Source: an optimization exercise on an open RTL-to-GDS flow (aim: small area). Production flows keep margins and buffers that such runs may drop.
Only simulation tests tie the RTL to the original design; equivalence was not proved.
Power figures rest on the tool's default switching activity, not on a simulated workload.

--- design/flow/constraint.sdc ---
create_clock -name core_clock -period 10.0 [get_ports {clk}]
set_input_delay 2.0000 -clock core_clock [delete_from_list [all_inputs] [get_ports {clk}]]
set_output_delay 2.0000 -clock core_clock [all_outputs]
set_load 0.01 [all_outputs]
--- design/flow/design.v ---
module pacman_rules (
	input  logic        clk,
	input  logic        reset,
	input  logic [7:0]  keycode,
	input  logic [31:0] timer,
	input  logic [9:0]  pac_x, pac_y,
	input  logic [9:0]  rg_x, rg_y,
	input  logic [9:0]  og_x, og_y,
	input  logic [9:0]  bg_x, bg_y,
	output logic        win, lose, pause, life_down,
	output logic [9:0]  score,
	output logic [3:0]  fruits,
	output logic [7:0]  lives,
	output logic [31:0] dots_left
);
	localparam logic [2:0] S_RUN     = 3'b000,
	                       S_FRUIT   = 3'b001,
	                       S_LD      = 3'b010,
	                       S_LDH     = 3'b011,
	                       S_PAUSE   = 3'b100,
	                       S_GWON    = 3'b101,
	                       S_GOVER   = 3'b110,
	                       S_RESTART = 3'b111;
	logic [2:0] state, state_n;
	logic [1:0] lv;
	function automatic logic [9:0] rsub(input logic [9:0] a, b);
		logic br;
		br = 1'b0;
		for (int i = 0; i < 10; i++) begin
			rsub[i] = a[i] ^ b[i] ^ br;
			br = (~a[i] & b[i]) | (~(a[i] ^ b[i]) & br);
		end
	endfunction
	function automatic logic ge_c(input logic [9:0] p, input logic [9:0] c);
		ge_c = 1'b1;
		for (int i = 0; i < 10; i++)
			ge_c = c[i] ? (p[i] & ge_c) : (p[i] | ge_c);
	endfunction
	function automatic logic le_c(input logic [9:0] p, input logic [9:0] c);
		le_c = 1'b1;
		for (int i = 0; i < 10; i++)
			le_c = c[i] ? (~p[i] | le_c) : (~p[i] & le_c);
	endfunction
	function automatic logic near2(input logic [9:0] d);
		near2 = (d[9:2] == 8'h00 && !(d[1] && d[0])) || (d[9:1] == 9'h1ff);
	endfunction
	function automatic logic side26(input logic [9:0] d);
		side26 = (d[9:3] == 7'b0000011 && (!d[2] || d[1:0] == 2'b00)) ||
		         (d[9:5] == 5'b11111 && ((d[4:3] == 2'b00 && d[2]) || d[4:0] == 5'b01000));
	endfunction
	function automatic logic ghost_hit(input logic [9:0] gx, gy, px, py);
		logic [9:0] dx, dy;
		dx = rsub(gx, px);
		dy = rsub(gy, py);
		ghost_hit = (near2(dx) && side26(dy)) || (near2(dy) && side26(dx));
	endfunction
	logic hit;
	assign hit = ghost_hit(rg_x, rg_y, pac_x, pac_y) ||
	             ghost_hit(og_x, og_y, pac_x, pac_y) ||
	             ghost_hit(bg_x, bg_y, pac_x, pac_y);
	logic xl, xr, yt, yb;
	assign xl = ge_c(pac_x, 10'd12)  && le_c(pac_x, 10'd37);
	assign xr = ge_c(pac_x, 10'd370) && le_c(pac_x, 10'd395);
	assign yt = ge_c(pac_y, 10'd10)  && le_c(pac_y, 10'd35);
	assign yb = ge_c(pac_y, 10'd413) && le_c(pac_y, 10'd438);
	logic [3:0] box;
	assign box = {xr & yb, xl & yb, xr & yt, xl & yt};
	logic all_dots, time_up, go_key;
	assign all_dots = &dots_left;
	assign time_up  = timer == 32'd0;
	assign go_key   = keycode == 8'h28;
	always_comb begin
		state_n = state;
		case (state)
			S_RESTART: state_n = S_PAUSE;
			S_PAUSE:   if (go_key) state_n = S_RUN;
			S_RUN: begin
				if (time_up)       state_n = S_GOVER;
				else if (all_dots) state_n = S_GWON;
				else if (hit)      state_n = S_LD;
				else if (|box)     state_n = S_FRUIT;
			end
			S_FRUIT:   state_n = S_RUN;
			S_LD:      state_n = (lv == 2'd2) ? S_GOVER : S_LDH;
			S_LDH:     state_n = hit ? S_LDH : S_RUN;
			default:   state_n = state;
		endcase
	end
	always_ff @(posedge clk) begin
		if (reset) begin
			state  <= S_RESTART;
			lv     <= 2'd0;
			fruits <= 4'd0;
		end else begin
			state <= state_n;
			if (state == S_LD) lv <= lv + 2'd1;
			if (state == S_FRUIT) fruits <= fruits | box;
		end
	end
	assign pause     = state[2] & ~(state[1] & state[0]);
	assign lose      = state == S_GOVER;
	assign win       = state == S_GWON;
	assign life_down = ~state[2] & state[1];
	assign lives     = {6'd0, lv};
	logic [2:0] nf;
	assign nf = {2'd0, fruits[0]} + {2'd0, fruits[1]} + {2'd0, fruits[2]} + {2'd0, fruits[3]};
	always_comb begin
		case (nf)
			3'd0: score = 10'd0;
			3'd1: score = 10'd50;
			3'd2: score = 10'd100;
			3'd3: score = 10'd150;
			default: score = 10'd200;
		endcase
	end
	function automatic logic win5(input logic [9:0] p, input logic [9:0] c);
		win5 = ge_c(p, c - 10'd5) && le_c(p, c + 10'd5);
	endfunction
	localparam logic [319:0] DX = {
		10'd90, 10'd175, 10'd220, 10'd307,
		10'd18, 10'd90, 10'd307, 10'd379,
		10'd18, 10'd135, 10'd258, 10'd379,
		10'd90, 10'd307, 10'd90, 10'd307,
		10'd90, 10'd307, 10'd90, 10'd307,
		10'd18, 10'd135, 10'd262, 10'd379,
		10'd18, 10'd135, 10'd258, 10'd379,
		10'd85, 10'd175, 10'd220, 10'd302};
	localparam logic [319:0] DY = {
		10'd20, 10'd20, 10'd20, 10'd20,
		10'd48, 10'd48, 10'd48, 10'd48,
		10'd120, 10'd120, 10'd120, 10'd120,
		10'd148, 10'd148, 10'd186, 10'd186,
		10'd228, 10'd228, 10'd258, 10'd258,
		10'd292, 10'd292, 10'd292, 10'd292,
		10'd380, 10'd380, 10'd380, 10'd380,
		10'd423, 10'd423, 10'd423, 10'd423};
	logic [31:0] dhit;
	logic [4:0]  didx;
	always_comb begin
		didx = 5'd0;
		for (int i = 0; i < 32; i++) begin
			dhit[i] = win5(pac_x, DX[(31-i)*10 +: 10]) && win5(pac_y, DY[(31-i)*10 +: 10]);
			if (dhit[i]) didx = didx | 5'(i);
		end
	end
	logic       pend_v;
	logic [4:0] pend_i;
	always_ff @(posedge clk) begin
		if (reset) pend_v <= 1'b0;
		else       pend_v <= |dhit;
		pend_i <= didx;
	end
	always_ff @(posedge clk) begin
		for (int i = 0; i < 32; i++) begin
			if (reset) dots_left[i] <= 1'b0;
			else if (pend_v && pend_i == 5'(i)) dots_left[i] <= 1'b1;
		end
	end
endmodule
--- design/flow/flow/run.sh ---
#!/bin/bash
# Standard ORFS layout, with the port buffers made from the smallest buffer
# cell (sky130_fd_sc_hd__buf_1) instead of the cell buffer_ports picks itself.
set -o pipefail
cp standard.sh standard.sh.txt
export BUFFER_PORTS_ARGS="-buffer_cell sky130_fd_sc_hd__buf_1"
bash standard.sh > standard.log 2>&1
--- design/flow/standard.sh ---
#!/bin/bash
# synth_recipe.tcl (not shown) runs the flow's synth.tcl, then flattens the netlist and writes it again
# the make line also repeats each setting of config.mk as NAME=value (left out here)
make -C /OpenROAD-flow-scripts/flow DESIGN_CONFIG=/design/flow/config.mk WORK_HOME=/design/flow/orfs CLKGATE_MAP_FILE= SYNTH_SCRIPT=/design/flow/synth_recipe.tcl "${@:-finish}"
--- design/flow/config.mk ---
export PLATFORM = sky130hd
export DESIGN_NAME = pacman_rules
export DESIGN_NICKNAME = pacman_rules
export VERILOG_FILES = /design/flow/design.v
export SDC_FILE = /design/flow/constraint.sdc
export NUM_CORES = 4
export LEC_CHECK = 0
export CAP_MARGIN = 20
export CORE_MARGIN = 2
export CORE_UTILIZATION = 40
export PLACE_DENSITY = 0.6
export SLEW_MARGIN = 20
==> results.py, run 1 <==
metrics = {
    "cts": {
        "postCtsSetupBuffers": 0,
        "cts_root_buf": "clkbuf_16",
        "htreeDepth": 2,
        "clk_latency_ps": 280,
        "clk_pin_slew_ps": 60,
        "cts_resized": 0,
        "cts.path.max_buffers": 2,
        "cts-hold-fix-buffers": 0,
        "numCtsBuffers": 5,
        "clock-sinks": 47,
        "cts_tree": "done",
    },
    "logic_synthesis": {
        "synth_warnings": 1,
        "synth_top_family_by_area": "simple AND/OR/NAND/NOR gates",
        "synth_area_um2": 4876,
        "yosys.area_share.simple": 0.2748,
        "syn_area_per_cell_um2": 8.465,
        "synth_top_area_share": 0.2012,
        "synth_most_common_cell": "nor2_1",
        "synthXorXnorAreaFrac": 0.02515,
        "yosysTopAreaCell": "fa_1",
        "ys_async_sr_fraction": 0,
        "syn-instance-count": 576,
        "yosysSeqAreaShare": 0.1930,
        "synth_compound_gate_area_share": 0.1704,
        "synth_edf_count": 0,
        "ys_seq_elements": 47,
        "synth_ff_type": "dfxtp_1",
        "synth_mux_area_frac": 0.02079,
        "synth_fa_ha_area_frac": 0.2243,
        "ys_types": 73,
        "ys_top_cells_by_area": "fa_1 20%, dfxtp_1 19%, a21oi_1 5.6%",
        "yosys-top-cells-count": "65 x nor2_1, 55 x a21oi_1, 50 x inv_1, 49 x fa_1, 47 x dfxtp_1",
    },
    "critical_path": {
        "crit_type": "input port to register",
        "crit_required_ps": 10210,
        "end_kind": "register",
        "slowest_delay_ps": 540,
        "cp_slowest_cell": "or4bb_1",
        "arrival_ps": 7190,
        "crit_top_cell": "fa_1",
        "critPathLaunchType": "input port",
        "crit_path_cell_trace": "buf_1 > inv_1 > fa_1 > fa_1 > fa_1 > fa_1 > fa_1 > fa_1 > inv_1 > fa_1 > fa_1 > or4bb_1 > nor3_1 > mux2i_1 > o22a_1 > o2111ai_1 > nor4_1 > a21oi_1",
        "crit_fanout": 9,
    },
    "timing": {
        "hold_violations": 0,
        "worstMarginPinSlew_ps": 710.2,
        "max_freq_mhz": 143.4,
        "finalCriticalPeriod_ps": 6976,
        "grt_setup_unrepaired": "false",
        "fin_crit_sh": 0.6976,
        "drv_slew": 0,
        "setup_viol": 0,
        "setup_tns_ps": 0,
        "max_slew_margin": 0.5265,
        "finalClockSkew_ps": 4.302,
    },
    "finish": {
        "regArea_um2": 940.9,
        "num_antenna_cells": 0,
        "synthToLayoutAreaGrowth_pct": 16.19,
        "fill_cells": 1194,
        "multiInputGateArea_um2": 3522,
        "drive_above_1_share": 0.03699,
        "fin_area_um2": 5665,
        "final_nets": 909,
    },
    "floorplanning": {
        "initial_core_util": 0.4076,
        "dieWidth_um": 114.4,
        "die_y_um": 114.4,
        "io_pins": 180,
        "die_area_um2": 13090,
        "core.rowCount": 40,
        "coreArea_um2": 11960,
    },
    "routing": {
        "wl_per_cell_um": 15.23,
        "drc": 0,
        "drt_iter0_drc": 262,
        "num_vias": 4769,
        "first_pass_iters": 4,
        "drtAntennaViolNets": 0,
        "drt-total-wl_um": 13350,
        "vias_per_cell": 5.438,
    },
    "status": {
        "outcome": "timing/DRC/antenna clean",
    },
    "global_route": {
        "gr-total-overflow": 0,
        "grtUsageTotal": 0.2054,
        "grt_pass1_vias": 4654,
        "grt_max_degree": 44,
        "antenna_found_initial": 0,
        "grt_pass1_wl_um": 21820,
    },
    "flow_run": {
        "drv_cap": 0,
    },
    "power": {
        "totalPowerFinal_mw": 0.5623,
        "seqPwrFrac": 0.337,
        "ir_drop_mv": 0.06070,
        "power_density_nw_per_um2": 99.24,
        "p_clk_frac": 0.341,
        "p_comb_frac": 0.322,
        "p_int_mw": 0.3905,
        "p_sw_frac": 0.3055,
        "p_sw_mw": 0.1718,
        "power_leakage_nw": 2.081,
    },
    "worst_hold_path": {
        "hp-class": "register to register",
    },
    "placement": {
        "placed_area_um2": 5492,
        "io_buffers": 170,
        "routabilityCongestion": 0.8728,
        "dpl.hpwl_um": 11060,
    },
}
[worst max-delay path: cells and delay by family]
family	cells	cell delay (ps)
multiplexers	1	100
AO/OA/AOI/OAI	3	560
AND/OR/NAND/NOR	3	830
adder cells (fa/ha/maj)	8	3040
buffers and inverters	3	660
[layout make-up]
cell class | instances | share of cell area
clock inverter | 2 | 0.006184
multi-input combinational | 451 | 0.6217
inverter | 53 | 0.03511
timing repair buffer | 171 | 0.1140
tap | 147 | 0.03246
sequential | 47 | 0.1661
clock buffer | 6 | 0.02451
[sequential cells by signal, summed over array words and instances, names as in the netlist]
register and flops:
dots_left 32, fruits 4, lv 2, pend_i 5, pend_v 1, state 3
[through the flow]
stage / util / hold WS [ps] / cells / setup WS (ps)
6_report: 0.4736 / 507.7 / 877 / 3024
4_1_cts: 0.4736 / 506.5 / 877 / 3035
3_5_place_dp: 0.4591 / 483.9 / 869 / 2721
5_1_grt: 0.4736 / 528.1 / 877 / 2712
2_1_floorplan: - / 523.1 / 584 / 3465
3_3_place_gp: 0.4591 / 473.8 / 869 / 2894
[cells in the final DEF, fill, tap and decap left out, types with 14 or more instances in the layout]
| master | instances |
|---|---|
| buf_1 | 170 |
| nor2_1 | 65 |
| a21oi_1 | 55 |
| inv_1 | 50 |
| fa_1 | 49 |
| dfxtp_1 | 47 |
| nand2_1 | 27 |
| nor3_1 | 20 |
| nand2b_1 | 20 |
| nor4_1 | 20 |
| nand4_1 | 14 |
[layer usage]
layer,GRT usage,up-vias,routed length (µm)
li1,-,2333,-
met1,0.2843,2264,6080
met2,0.3452,159,6412
met3,0.02912,13,719
met4,0.03740,0,142
met5,0,-,0
[power by group through the flow]
| stage | clock, mW | combinational (mW) | sequential (mW) |
|---|---|---|---|
| 2_1_floorplan | 0 | 0.132 | 0.192 |
| 3_3_place_gp | 0 | 0.172 | 0.193 |
| 3_5_place_dp | 0 | 0.180 | 0.193 |
| 4_1_cts | 0.195 | 0.181 | 0.189 |
| 5_1_grt | 0.202 | 0.205 | 0.189 |
| 6_report | 0.192 | 0.181 | 0.189 |
[cell families after synthesis]
| kind of cell | Yosys count |
|---|---|
| adders and majority gates | 58 |
| xor gates and xnor gates | 14 |
| buffers and inverters | 86 |
| AOI/OAI and AO/OA | 125 |
| DFF | 47 |
| muxes | 10 |
| and+or+nand+nor | 235 |
| other | 1 |
[path summary, 6_finish.rpt]
check | slack (ps) | startpoint | end | depth (start not counted)
max | 3020 | pac_x[1] | state[0] | 18
min | 510 | dots_left[17] | dots_left[17] | 2
max reg2reg | 8240 | dots_left[25] | state[0] | 7
min reg2reg | 510 | dots_left[17] | dots_left[17] | 2
==> run 2: changes to the inputs <==
==> design/flow/flow/run.sh (replaced) <==
#!/bin/bash
set -o pipefail
export BUFFER_PORTS_ARGS="-buffer_cell sky130_fd_sc_hd__buf_1"
export CTS_ARGS="-sink_clustering_enable -repair_clock_nets -dont_use_dummy_load -buf_list sky130_fd_sc_hd__clkbuf_8"
bash standard.sh > standard.log 2>&1
==> run 2 against run 1 <==
- largest cell class unchanged
- final cell count down 0.34%
- sequential cell count unchanged
- core utilization down 0.88 points
- synthesized cell count unchanged
- first-iteration DRC count down 3.4%
- count of clock-buffer cells in the layout down 1
- final area down 1.9%
- largest power group is now sequential cells
==> results.py, run 2 <==
metrics = {
    "power": {
        "totalPowerFinal_mw": 0.4714,
        "ir_drop_mv": 0.04006,
        "power_leakage_nw": 2.030,
        "power_density_nw_per_um2": 84.78,
    },
    "critical_path": {
        "end_kind": "register",
        "crit_required_ps": 10220,
        "crit_top_cell": "fa_1",
        "crit_type": "input port to register",
        "timing.rr.start": "dots_left[25]",
        "r2r_setup_slack_ps": 8230,
        "ff2ff_path_depth": 7,
        "critPathTopFamily": "adder cells",
        "timing.rr.end": "state[0]",
        "setup.worst_path.start": "pac_x[1]",
        "crit_cells": 18,
        "crit_path_cell_trace": "buf_1 > inv_1 > fa_1 > fa_1 > fa_1 > fa_1 > fa_1 > fa_1 > inv_1 > fa_1 > fa_1 > or4bb_1 > nor3_1 > mux2i_1 > o22a_1 > o2111ai_1 > nor4_1 > a21oi_1",
        "cp_slowest_cell": "or4bb_1",
        "crit_buf_inv": 3,
        "critPathLaunchType": "input port",
        "arrival_ps": 7150,
        "endpoint": "state[0]",
        "crit_fanout": 9,
        "slowest_delay_ps": 540,
    },
    "logic_synthesis": {
        "synth_most_common_cell": "nor2_1",
        "synth_area_um2": 4876,
        "ys_types": 73,
        "syn-instance-count": 576,
        "ys_seq_elements": 47,
        "ys_async_sr_fraction": 0,
        "yosysTopAreaCell": "fa_1",
        "synth_edf_count": 0,
        "synth_warnings": 1,
        "yosysSeqAreaShare": 0.1930,
        "synth_top_area_share": 0.2012,
        "ys_top_cells_by_area": "fa_1 20%, dfxtp_1 19%, a21oi_1 5.6%",
        "syn_area_per_cell_um2": 8.465,
        "synth_ff_type": "dfxtp_1",
        "yosys-top-cells-count": "65 x nor2_1, 55 x a21oi_1, 50 x inv_1, 49 x fa_1, 47 x dfxtp_1",
    },
    "cts": {
        "htreeDepth": 2,
        "clk_latency_ps": 290,
        "cts_tree": "done",
        "postCtsSetupBuffers": 0,
        "cts.path.max_buffers": 2,
        "clock-sinks": 47,
        "cts-hold-fix-buffers": 0,
        "cts_resized": 0,
        "cts_root_buf": "clkbuf_8",
        "numCtsBuffers": 5,
        "clk_pin_slew_ps": 80,
    },
    "timing": {
        "hold_violations": 0,
        "max_freq_mhz": 144.3,
        "postLayoutSetupSlackWorst_ps": 3069,
        "max_slew_margin": 0.5333,
        "fin_crit_sh": 0.6931,
        "grt_setup_unrepaired": "false",
        "setup_viol": 0,
        "setup_tns_ps": 0,
        "finalClockSkew_ps": 13.06,
        "drv_slew": 0,
        "finalCriticalPeriod_ps": 6931,
        "worstMarginPinSlew_ps": 700.0,
    },
    "floorplanning": {
        "core.rowCount": 40,
        "initial_core_util": 0.4076,
        "io_pins": 180,
        "die_y_um": 114.4,
        "coreArea_um2": 11960,
        "die_area_um2": 13090,
        "dieWidth_um": 114.4,
    },
    "worst_hold_path": {
        "hp-class": "register to register",
        "min_path_cells": 2,
    },
    "global_route": {
        "grt_max_degree": 44,
        "grt_pass1_wl_um": 21800,
        "grt_pass1_vias": 4649,
        "gr-total-overflow": 0,
        "grtUsageTotal": 0.2056,
        "antenna_found_initial": 0,
    },
    "routing": {
        "drt_iter0_drc": 253,
        "first_pass_iters": 4,
        "num_vias": 4765,
        "wl_per_cell_um": 15.18,
        "drc": 0,
        "drtAntennaViolNets": 0,
        "drt-total-wl_um": 13270,
        "vias_per_cell": 5.452,
    },
    "finish": {
        "reg_top3": "dots_left (32), pend_i (5), fruits (4)",
        "num_antenna_cells": 0,
        "top_register": "dots_left",
        "layout.cells.most_common": "buf_1",
        "final_nets": 909,
        "drive_above_1_share": 0.03301,
        "fin_area_um2": 5560,
        "final_cell_mix": "170 x buf_1, 65 x nor2_1, 55 x a21oi_1, 50 x inv_1, 49 x fa_1",
        "finish.utilization": 0.4649,
        "largest_reg_flops": 32,
        "synthToLayoutAreaGrowth_pct": 14.04,
    },
    "status": {
        "outcome": "timing/DRC/antenna clean",
    },
    "flow_run": {
        "drv_cap": 0,
    },
    "placement": {
        "dpl.hpwl_um": 11060,
        "place_ws_ps": 2721,
        "routabilityCongestion": 0.8728,
        "placed_area_um2": 5492,
        "io_buffers": 170,
    },
}
-- run 2: cell counts after synthesis --
No cell type changed its count.
-- run 2: how the worst min path moves through the flow --
stage                             start       endpoint  slack, ps
final                     dots_left[28]  dots_left[28]        490
after global routing      dots_left[29]  dots_left[29]        530
after CTS                 dots_left[28]  dots_left[28]        500
after detailed placement  dots_left[28]  dots_left[28]        480
after global placement    dots_left[24]  dots_left[24]        470
after floorplan           dots_left[14]  dots_left[14]        520
-- run 2: kinds of logic (layout without fill, tap and decap cells) --
family	Yosys count	in the layout	share of synthesized area
AO/OA/AOI/OAI	125	125	0.1704
other	1	9	0.0007691
multiplexers	10	10	0.02079
XOR/XNOR	14	14	0.02515
flip-flops	47	47	0.1930
buffers and inverters	86	229	0.09084
adder cells (fa/ha/maj)	58	58	0.2243
AND/OR/NAND/NOR	235	235	0.2748
-- run 2: through the flow --
step / instances / hold slack (ps)
finish: 874 / 494.5
global route: 874 / 531.5
CTS: 874 / 500.5
detailed placement: 869 / 483.9
global placement: 869 / 473.8
floorplan: 584 / 523.1
-- run 2: layer usage --
layer / track usage / share of wire / vias to the layer above
met5: 0 / 0 / -
met4: 0.03008 / 0.010 / 0
met3: 0.03547 / 0.060 / 13
met2: 0.3448 / 0.48 / 173
met1: 0.2843 / 0.45 / 2246
li1: - / - / 2333
-- run 2: layout make-up --
type	instances	area, µm²
clock buffers	5	68.82
fillers	1203	6401
inverters	53	198.9
multi-input cells	451	3522
flip-flops and latches	47	940.9
well taps	147	183.9
repair buffers	171	645.6
-- run 2: power by group --
| part | switching, mW | leakage, nW | internal [mW] |
|---|---|---|---|
| combinational | 0.102 | 1.62 | 0.0784 |
| sequential | 0.00139 | 0.379 | 0.188 |
| clock | 0.0565 | 0.0359 | 0.0452 |
| total | 0.160 | 2.03 | 0.311 |
-- run 2: tightest hold or removal path: stages, from the launching register on --
cell     delay, ps
dfxtp_1        350
a21oi_1         50
nor2_1          70
==> run 3: changes to the inputs <==
==> design/flow/run.sh (new file) <==
#!/bin/bash
# synth_recipe.tcl (not shown) runs the flow's synth.tcl, then flattens the netlist and writes it again
# the make line also repeats each setting of config.mk as NAME=value (left out here)
make -C /OpenROAD-flow-scripts/flow DESIGN_CONFIG=/design/flow/config.mk WORK_HOME=/design/flow/orfs CLKGATE_MAP_FILE= SYNTH_SCRIPT=/design/flow/synth_recipe.tcl finish
removed: design/flow/flow/run.sh
removed: design/flow/standard.sh
==> run 3 against run 2 <==
- global-route usage increased by 0.57 points
- register-to-register slack got worse by 20 ps
- hold slack improved by 1.0 ps
- count of clock-buffer cells in the layout unchanged
- synthesized area unchanged
- non-clock buffer count unchanged
- critical path depth unchanged
- power increased by 20%
- clock power increased by 63%
- fmax decreased by 3.8%
- via count increased by 0.57%
==> results.py, run 3 <==
metrics = {
    "floorplanning": {
        "initial_core_util": 0.4076,
        "coreArea_um2": 11960,
        "die_area_um2": 13090,
        "die_y_um": 114.4,
        "io_pins": 180,
        "dieWidth_um": 114.4,
        "core.rowCount": 40,
    },
    "routing": {
        "drt-total-wl_um": 13780,
        "drt_iter0_drc": 293,
        "drc": 0,
        "first_pass_iters": 5,
        "wl_per_cell_um": 15.72,
        "num_vias": 4792,
        "vias_per_cell": 5.464,
        "drtAntennaViolNets": 0,
    },
    "logic_synthesis": {
        "synth_edf_count": 0,
        "ys_types": 73,
        "synth_most_common_cell": "nor2_1",
        "yosysSeqAreaShare": 0.1930,
        "ys_seq_elements": 47,
        "synth_warnings": 1,
        "syn-instance-count": 576,
        "yosys-top-cells-count": "65 x nor2_1, 55 x a21oi_1, 50 x inv_1, 49 x fa_1, 47 x dfxtp_1",
        "yosysTopAreaCell": "fa_1",
        "synth_top_area_share": 0.2012,
        "ys_async_sr_fraction": 0,
        "ys_top_cells_by_area": "fa_1 20%, dfxtp_1 19%, a21oi_1 5.6%",
        "synth_ff_type": "dfxtp_1",
        "synth_area_um2": 4876,
        "syn_area_per_cell_um2": 8.465,
    },
    "cts": {
        "htreeDepth": 2,
        "numCtsBuffers": 5,
        "clk_latency_ps": 290,
        "clk_pin_slew_ps": 60,
        "cts_tree": "done",
        "postCtsSetupBuffers": 0,
        "clock-sinks": 47,
        "cts.path.max_buffers": 2,
        "cts_resized": 0,
        "cts_root_buf": "clkbuf_16",
        "cts-hold-fix-buffers": 0,
    },
    "placement": {
        "routabilityCongestion": 0.8904,
        "io_buffers": 170,
        "placed_area_um2": 6555,
        "dpl.hpwl_um": 11350,
    },
    "critical_path": {
        "timing.rr.end": "state[0]",
        "crit_fanout": 9,
        "arrival_ps": 7420,
        "timing.rr.start": "dots_left[16]",
        "end_kind": "register",
        "crit_buf_inv": 3,
        "ff2ff_path_depth": 7,
        "critPathLaunchType": "input port",
        "slowest_delay_ps": 650,
        "r2r_setup_slack_ps": 8210,
        "crit_path_cell_trace": "clkdlybuf4s50_1 > inv_1 > fa_1 > fa_1 > fa_1 > fa_1 > fa_1 > fa_1 > inv_1 > fa_1 > fa_1 > or4bb_1 > nor3_1 > mux2i_1 > o22a_1 > o2111ai_1 > a21oi_1 > o21ai_1",
        "crit_required_ps": 10220,
        "cp_slowest_cell": "clkdlybuf4s50_1",
        "crit_cells": 18,
        "critPathTopFamily": "adder cells",
        "crit_type": "input port to register",
        "crit_top_cell": "fa_1",
    },
    "timing": {
        "worstMarginPinSlew_ps": 707.3,
        "max_slew_margin": 0.5275,
        "max_freq_mhz": 138.8,
        "setup_viol": 0,
        "finalClockSkew_ps": 7.619,
        "fin_crit_sh": 0.7207,
        "drv_slew": 0,
        "grt_setup_unrepaired": "false",
        "finalCriticalPeriod_ps": 7207,
        "setup_tns_ps": 0,
        "hold_violations": 0,
    },
    "finish": {
        "top_register": "dots_left",
        "multiInputGateArea_um2": 3522,
        "final_cell_mix": "170 x clkdlybuf4s50_1, 65 x nor2_1, 55 x a21oi_1, 50 x inv_1, 49 x fa_1",
        "fin_area_um2": 6705,
        "regArea_um2": 940.9,
        "num_antenna_cells": 0,
        "final_nets": 909,
        "layout.cells.most_common": "clkdlybuf4s50_1",
        "largest_reg_flops": 32,
        "synthToLayoutAreaGrowth_pct": 37.52,
        "fill_cells": 1084,
        "reg_top3": "dots_left (32), pend_i (5), fruits (4)",
        "drive_above_1_share": 0.03699,
    },
    "global_route": {
        "grtUsageTotal": 0.2113,
        "grt_pass1_wl_um": 22450,
        "antenna_found_initial": 0,
        "gr-total-overflow": 0,
        "grt_pass1_vias": 4792,
        "grt_max_degree": 44,
    },
    "worst_hold_path": {
        "hp-class": "register to register",
        "min_to": "dots_left[8]",
        "min_path_cells": 2,
        "hold_path_startpoint": "dots_left[8]",
    },
    "power": {
        "power_leakage_nw": 2.504,
        "ir_drop_mv": 0.06461,
        "power_density_nw_per_um2": 84.68,
    },
    "flow_run": {
        "drv_cap": 0,
    },
    "status": {
        "outcome": "timing/DRC/antenna clean",
    },
}
[run 3: worst max-delay path by stage]
| stage | start | slack, ps | to |
|---|---|---|---|
| after global routing | pac_x[1] | 2460 | state[0] |
| after global placement | pac_y[1] | 2610 | state[1] |
| after detailed placement | pac_y[1] | 2460 | state[0] |
| after CTS | pac_x[1] | 2790 | state[1] |
| final | pac_x[1] | 2790 | state[1] |
| after floorplan | pac_y[1] | 3460 | state[1] |
[run 3: metal layers]
layer,up-vias,part of all wire,track usage
met4,0,0.0046,0.02764
li1,2343,-,-
met3,7,0.071,0.03494
met2,192,0.48,0.3712
met5,-,0,0
met1,2250,0.44,0.2803
[run 3: cells by family after synthesis]
family,Yosys count,share of synthesized area
fa+ha+maj,58,0.2243
simple gates,235,0.2748
other cells,1,0.0007691
compound gates,125,0.1704
flops,47,0.1930
xor+xnor,14,0.02515
buf+inv,86,0.09084
mux,10,0.02079
[run 3: through the flow]
stage | cells | power (mW) | hold WS (ps) | utilization | setup WS (ps)
final | 877 | 0.5678 | 495.5 | 0.5606 | 2793
after global routing | 877 | 0.6028 | 523.4 | 0.5606 | 2457
after CTS | 877 | 0.5722 | 503.3 | 0.5606 | 2792
after detailed placement | 869 | 0.4044 | 486.4 | 0.5480 | 2460
after global placement | 869 | 0.3981 | 479.0 | 0.5480 | 2609
after floorplan | 584 | 0.3247 | 523.1 | - | 3465
[run 3: worst min-delay path, stage by stage (launching register included)]
cell	delay (ps)
dfxtp_1	350
a21oi_1	50
nor2_1	70
[run 3: final cells by class]
type | count | area share
Clock buffer | 5 | 0.01866
Inverter | 53 | 0.02967
Clock inverter | 3 | 0.003732
Sequential cell | 47 | 0.1403
Multi-Input combinational cell | 451 | 0.5253
Timing Repair Buffer | 171 | 0.2549
Tap cell | 147 | 0.02743
[run 3: power by group]
group	leakage [nW]	switching, mW	internal [mW]
Sequential	0.379	0.00132	0.188
Combinational	2.06	0.102	0.110
Clock	0.0700	0.0731	0.0934

-- what the ideal ports hide --
The flow's constraints put no driver on any port. The routed layouts listed below were extracted and timed again, unchanged, in two steps. Step 1 assumes that a clkbuf_16 drives the clock port and a buf_2 every other input. Step 2 times the ports against the registers' clock, not the clock port: input delays grow and output delays shrink by t, the midpoint of the rising clock arrivals with the driver on. Three values: no drivers, after step 1, after step 2; two values: the first two.
run	t (ns)	slack for setup (ns)	cell pins on the clock port's net
run 1	0.311	3.024 / 3.019 / 2.707	1
run 2	0.314	3.069 / 3.060 / 2.746	1
run 3	0.317	2.793 / 2.789 / 2.472	1
After both steps setup and hold are still met in every run listed. The setup slack of run 2, which loses most, moves by -0.009 ns with the drivers and by -0.323 ns with both steps.
